From an optimization exercise on the open Yosys and OpenROAD flow, aimed at small area and a short achievable clock period; shortcuts taken in it are not production practice. Power figures rest on the tool's default switching activity, not on a simulated workload.

## old
==> flow/design.v <==
module fifo_or4 (input logic [3:0] d, input logic [3:0] s, output logic y);
    assign y = |(d & s);
endmodule
module fifo_nand2 (input logic a, b, output logic y);
    assign y = ~(a & b);
endmodule
module fifo_nor2 (input logic a, b, output logic y);
    assign y = ~(a | b);
endmodule
module fifo_rdbit (
    input  logic [31:0] d,
    input  logic [31:0] s,
    output logic        y_n
    );
    logic [7:0]  l2;    
    logic [3:0]  l3;    
    logic [1:0]  l4;    
    for (genvar k = 0; k < 8; k++) begin : g_l2
        fifo_or4 u (.d(d[4*k +: 4]), .s(s[4*k +: 4]), .y(l2[k]));
    end
    for (genvar k = 0; k < 4; k++) begin : g_l3
        fifo_nor2 u (.a(l2[2*k]), .b(l2[2*k+1]), .y(l3[k]));
    end
    for (genvar k = 0; k < 2; k++) begin : g_l4
        fifo_nand2 u (.a(l3[2*k]), .b(l3[2*k+1]), .y(l4[k]));
    end
    fifo_nor2 u_l5 (.a(l4[0]), .b(l4[1]), .y(y_n));
endmodule
module fifo_generic #(
    parameter DataWidth = 32,
    parameter int unsigned FifoDepth = 32  
    ) (
    input logic                    clk,
    input logic                    i_rst,
    input logic                    i_read,
    input logic                    i_write,
    input logic  [DataWidth - 1:0] i_write_data,
    output logic [DataWidth - 1:0] o_read_data,
    output logic                   o_full,
    output logic                   o_empty
    );
    localparam AW = $clog2(FifoDepth);
    logic [DataWidth - 1:0] fifo_mem [0:FifoDepth - 1];
    localparam LoN = 4;
    localparam HiN = FifoDepth / LoN;
    logic [LoN - 1:0]       wr_lo;
    logic [HiN - 1:0]       wr_hi;
    logic [FifoDepth - 1:0] read_sel;
    logic [FifoDepth - 1:0] read_sel_b;
    logic [AW:0]            count;       
    logic not_empty, not_full;
    logic read_en, write_en;
    assign read_en  = i_read  & not_empty;
    logic read_en_b;
    assign read_en_b = i_read & (count != 0);
    assign write_en = i_write & ~count[AW];
    always_ff @(posedge clk) begin
        if (i_rst) begin
            wr_lo      <= {{(LoN - 1){1'b0}}, 1'b1};
            wr_hi      <= {{(HiN - 1){1'b0}}, 1'b1};
            read_sel   <= {{(FifoDepth - 1){1'b0}}, 1'b1};
            read_sel_b <= {{(FifoDepth - 1){1'b0}}, 1'b1};
            count      <= '0;
            not_empty  <= 1'b0;
            not_full   <= 1'b1;
            o_empty    <= 1'b1;
            o_full     <= 1'b0;
        end else begin
            if (write_en) begin
                wr_lo <= {wr_lo[LoN - 2:0], wr_lo[LoN - 1]};
                if (wr_lo[LoN - 1]) wr_hi <= {wr_hi[HiN - 2:0], wr_hi[HiN - 1]};
            end
            if (read_en) read_sel <= {read_sel[FifoDepth - 2:0], read_sel[FifoDepth - 1]};
            if (read_en_b) read_sel_b <= {read_sel_b[FifoDepth - 2:0], read_sel_b[FifoDepth - 1]};
            if (write_en & ~read_en) begin
                count   <= count + 1'b1;
                not_empty <= 1'b1;
                o_empty   <= 1'b0;
                not_full  <= (count != FifoDepth - 1);
                o_full    <= (count == FifoDepth - 1);
            end else if (read_en & ~write_en) begin
                count   <= count - 1'b1;
                not_full  <= 1'b1;
                o_full    <= 1'b0;
                not_empty <= (count != 1);
                o_empty   <= (count == 1);
            end
        end
    end
    logic [FifoDepth - 1:0] wsel, wkeep;
    always_comb begin
        for (int i = 0; i < FifoDepth; i++) begin
            wsel[i]  = i_write & ~count[AW] & wr_lo[i % LoN] & wr_hi[i / LoN];
            wkeep[i] = ~(i_write & not_full & wr_lo[i % LoN] & wr_hi[i / LoN]);
        end
    end
    always_ff @(posedge clk) begin
        for (int i = 0; i < FifoDepth; i++) begin
            fifo_mem[i] <= (i_write_data & {DataWidth{wsel[i]}})
                         | (fifo_mem[i] & {DataWidth{wkeep[i]}});
        end
    end
    logic [DataWidth - 1:0] head_n;
    for (genvar b = 0; b < DataWidth; b++) begin : g_rd
        logic [FifoDepth - 1:0] col;
        for (genvar i = 0; i < FifoDepth; i++) begin : g_col
            assign col[i] = fifo_mem[i][b];
        end
        fifo_rdbit u_bit (.d(col), .s(b < DataWidth / 2 ? read_sel : read_sel_b), .y_n(head_n[b]));
    end
    logic read_keep;
    assign read_keep = ~i_read | (count == 0);
    always_ff @(posedge clk) begin
        o_read_data <= (~head_n & {DataWidth{read_en}})
                     | (o_read_data & {DataWidth{read_keep}});
    end
endmodule
==> flow/config.mk <==
export PLATFORM = sky130hd
export DESIGN_NAME = fifo_generic
export DESIGN_NICKNAME = fifo_generic
export VERILOG_FILES = /design/flow/design.v
export SDC_FILE = /design/flow/constraint.sdc
export NUM_CORES = 4
export LEC_CHECK = 0
export CAP_MARGIN = 20
export CORE_MARGIN = 2
export CORE_UTILIZATION = 50
export CTS_CLUSTER_DIAMETER = 80
export CTS_CLUSTER_SIZE = 25
export PLACE_DENSITY = 0.65
export SETUP_SLACK_MARGIN = 1.0
export SLEW_MARGIN = 20
export SYNTH_HIERARCHICAL = 1
export BUFFER_PORTS_ARGS = -buffer_cell sky130_fd_sc_hd__buf_4
==> flow/constraint.sdc <==
create_clock -name core_clock -period 2.8 [get_ports {clk}]
set_input_delay 0.5600 -clock core_clock [delete_from_list [all_inputs] [get_ports {clk}]]
set_output_delay 0.5600 -clock core_clock [all_outputs]
set_load 0.01 [all_outputs]
standard.sh (not shown) runs the stock make flow with config.mk's settings and CLKGATE_MAP_FILE= SYNTH_SCRIPT=/design/flow/synth_recipe.tcl, a recipe that flattens the netlist after the stock synthesis.
==> flow/flow/run.sh <==
#!/bin/bash
set -e
cp standard.sh standard.sh.txt
echo 'export BUFFER_PORTS_ARGS = -buffer_cell sky130_fd_sc_hd__buf_4' >> config.mk
bash standard.sh > standard.log 2>&1
Inputs modified between old and new:
-- flow/design.v --
<<< old, line 40
    output logic                   o_empty
    );
    localparam AW = $clog2(FifoDepth);
    logic [DataWidth - 1:0] fifo_mem [0:FifoDepth - 1];
    localparam LoN = 4;
>>> new, line 40
    output logic                   o_empty
    );
    logic [DataWidth - 1:0] fifo_mem [0:FifoDepth - 1];
    localparam LoN = 4;
<<< old, line 46
    logic [LoN - 1:0]       wr_lo;
    logic [HiN - 1:0]       wr_hi;
    logic [FifoDepth - 1:0] read_sel;
    logic [FifoDepth - 1:0] read_sel_b;
    logic [AW:0]            count;       
    logic not_empty, not_full;
    logic read_en, write_en;
    assign read_en  = i_read  & not_empty;
    logic read_en_b;
    assign read_en_b = i_read & (count != 0);
    assign write_en = i_write & ~count[AW];
    always_ff @(posedge clk) begin
        if (i_rst) begin
>>> new, line 45
    logic [LoN - 1:0]       wr_lo;
    logic [HiN - 1:0]       wr_hi;
    logic [FifoDepth - 1:0] wr_sel;      
    always_comb begin
        for (int i = 0; i < FifoDepth; i++) wr_sel[i] = wr_lo[i % LoN] & wr_hi[i / LoN];
    end
    logic [FifoDepth - 1:0] read_sel;
    logic [FifoDepth - 1:0] read_sel_b;
    logic not_empty, not_full, empty_b, full_b;
    logic read_en, write_en, read_en_b, write_en_b;
    assign read_en    = i_read  & not_empty;
    assign write_en   = i_write & not_full;
    assign read_en_b  = i_read  & ~empty_b;
    assign write_en_b = i_write & ~full_b;
    logic one_left, one_free;
    always_comb begin
        one_left = 1'b0;
        one_free = 1'b0;
        for (int i = 0; i < FifoDepth; i++) begin
            one_left = one_left | (read_sel[i] & wr_sel[(i + 1) % FifoDepth]);
            one_free = one_free | (wr_sel[i] & read_sel[(i + 1) % FifoDepth]);
        end
    end
    always_ff @(posedge clk) begin
        if (i_rst) begin
<<< old, line 61
            read_sel   <= {{(FifoDepth - 1){1'b0}}, 1'b1};
            read_sel_b <= {{(FifoDepth - 1){1'b0}}, 1'b1};
            count      <= '0;
            not_empty  <= 1'b0;
            not_full   <= 1'b1;
            o_empty    <= 1'b1;
            o_full     <= 1'b0;
        end else begin
            if (write_en) begin
>>> new, line 72
            read_sel   <= {{(FifoDepth - 1){1'b0}}, 1'b1};
            read_sel_b <= {{(FifoDepth - 1){1'b0}}, 1'b1};
            not_empty  <= 1'b0;
            not_full   <= 1'b1;
            o_empty    <= 1'b1;
            o_full     <= 1'b0;
            empty_b    <= 1'b1;
            full_b     <= 1'b0;
        end else begin
            if (write_en) begin
<<< old, line 74
            if (read_en_b) read_sel_b <= {read_sel_b[FifoDepth - 2:0], read_sel_b[FifoDepth - 1]};
            if (write_en & ~read_en) begin
                count   <= count + 1'b1;
                not_empty <= 1'b1;
                o_empty   <= 1'b0;
                not_full  <= (count != FifoDepth - 1);
                o_full    <= (count == FifoDepth - 1);
            end else if (read_en & ~write_en) begin
                count   <= count - 1'b1;
                not_full  <= 1'b1;
                o_full    <= 1'b0;
                not_empty <= (count != 1);
                o_empty   <= (count == 1);
            end
        end
>>> new, line 86
            if (read_en_b) read_sel_b <= {read_sel_b[FifoDepth - 2:0], read_sel_b[FifoDepth - 1]};
            if (write_en & ~read_en) begin
                not_empty <= 1'b1;
                o_empty   <= 1'b0;
                not_full  <= ~one_free;
                o_full    <= one_free;
            end else if (read_en & ~write_en) begin
                not_full  <= 1'b1;
                o_full    <= 1'b0;
                not_empty <= ~one_left;
                o_empty   <= one_left;
            end
            if (write_en_b & ~read_en_b) begin
                empty_b <= 1'b0;
                full_b  <= one_free;
            end else if (read_en_b & ~write_en_b) begin
                full_b  <= 1'b0;
                empty_b <= one_left;
            end
        end
<<< old, line 91
    always_comb begin
        for (int i = 0; i < FifoDepth; i++) begin
            wsel[i]  = i_write & ~count[AW] & wr_lo[i % LoN] & wr_hi[i / LoN];
            wkeep[i] = ~(i_write & not_full & wr_lo[i % LoN] & wr_hi[i / LoN]);
        end
    end
>>> new, line 108
    always_comb begin
        for (int i = 0; i < FifoDepth; i++) begin
            wsel[i]  = i_write & ~full_b & wr_sel[i];
            wkeep[i] = ~(i_write & not_full & wr_sel[i]);
        end
    end
<<< old, line 110
    end
    logic read_keep;
    assign read_keep = ~i_read | (count == 0);
    always_ff @(posedge clk) begin
        o_read_data <= (~head_n & {DataWidth{read_en}})
>>> new, line 127
    end
    logic read_keep;
    assign read_keep = ~i_read | empty_b;
    always_ff @(posedge clk) begin
        o_read_data <= (~head_n & {DataWidth{read_en}})
--- outcome ---
[compare] base=old new=new: area after synthesis went up about 0.33%, final period utilization went down 0.70 points, non-clock buffer share of cell area went up 1.1 points, proportion of synthesized area in mux cells held, sequential power went down about 6%.
Routed wire length grows slightly when moving from old to new.
new vs. old: power went down about 10%; met1 track utilization from global routing higher.
Clock latency on the worst-skew pair across new and old: no real change.
Between old and new, the flow reports global-route wire length before repair increasing slightly.
~same routed length on met1 in new and old
Function was not checked in any run of this note: the RTL went through the layout flow alone.

-- separate check: timing with driven ports --
The flow's constraints put no driver on any port. The routed layouts listed below were extracted and timed again, unchanged, in two steps.
Step 1 assumes that a clkbuf_16 drives the clock port and a buf_2 every other input.
Step 2 also shifts input and output timing later by t, the mid clock arrival at the registers, as if the neighbouring blocks saw the same clock.
Three values: no drivers, after step 1, after step 2; two values: the first two.
run | t, ns | slack for setup (ns) | hold WS [ns]
old | 0.715 | 0.989 / 0.989 / 0.518 | 0.328 / 0.286 / 0.459
new | 0.715 | 1.009 / 0.964 / 0.758 | 0.282 / 0.241 / 0.451
After both steps setup and hold are still met in every run listed. The setup slack of old, which loses most, moves by 0.000 ns with the drivers and by -0.471 ns with both steps.
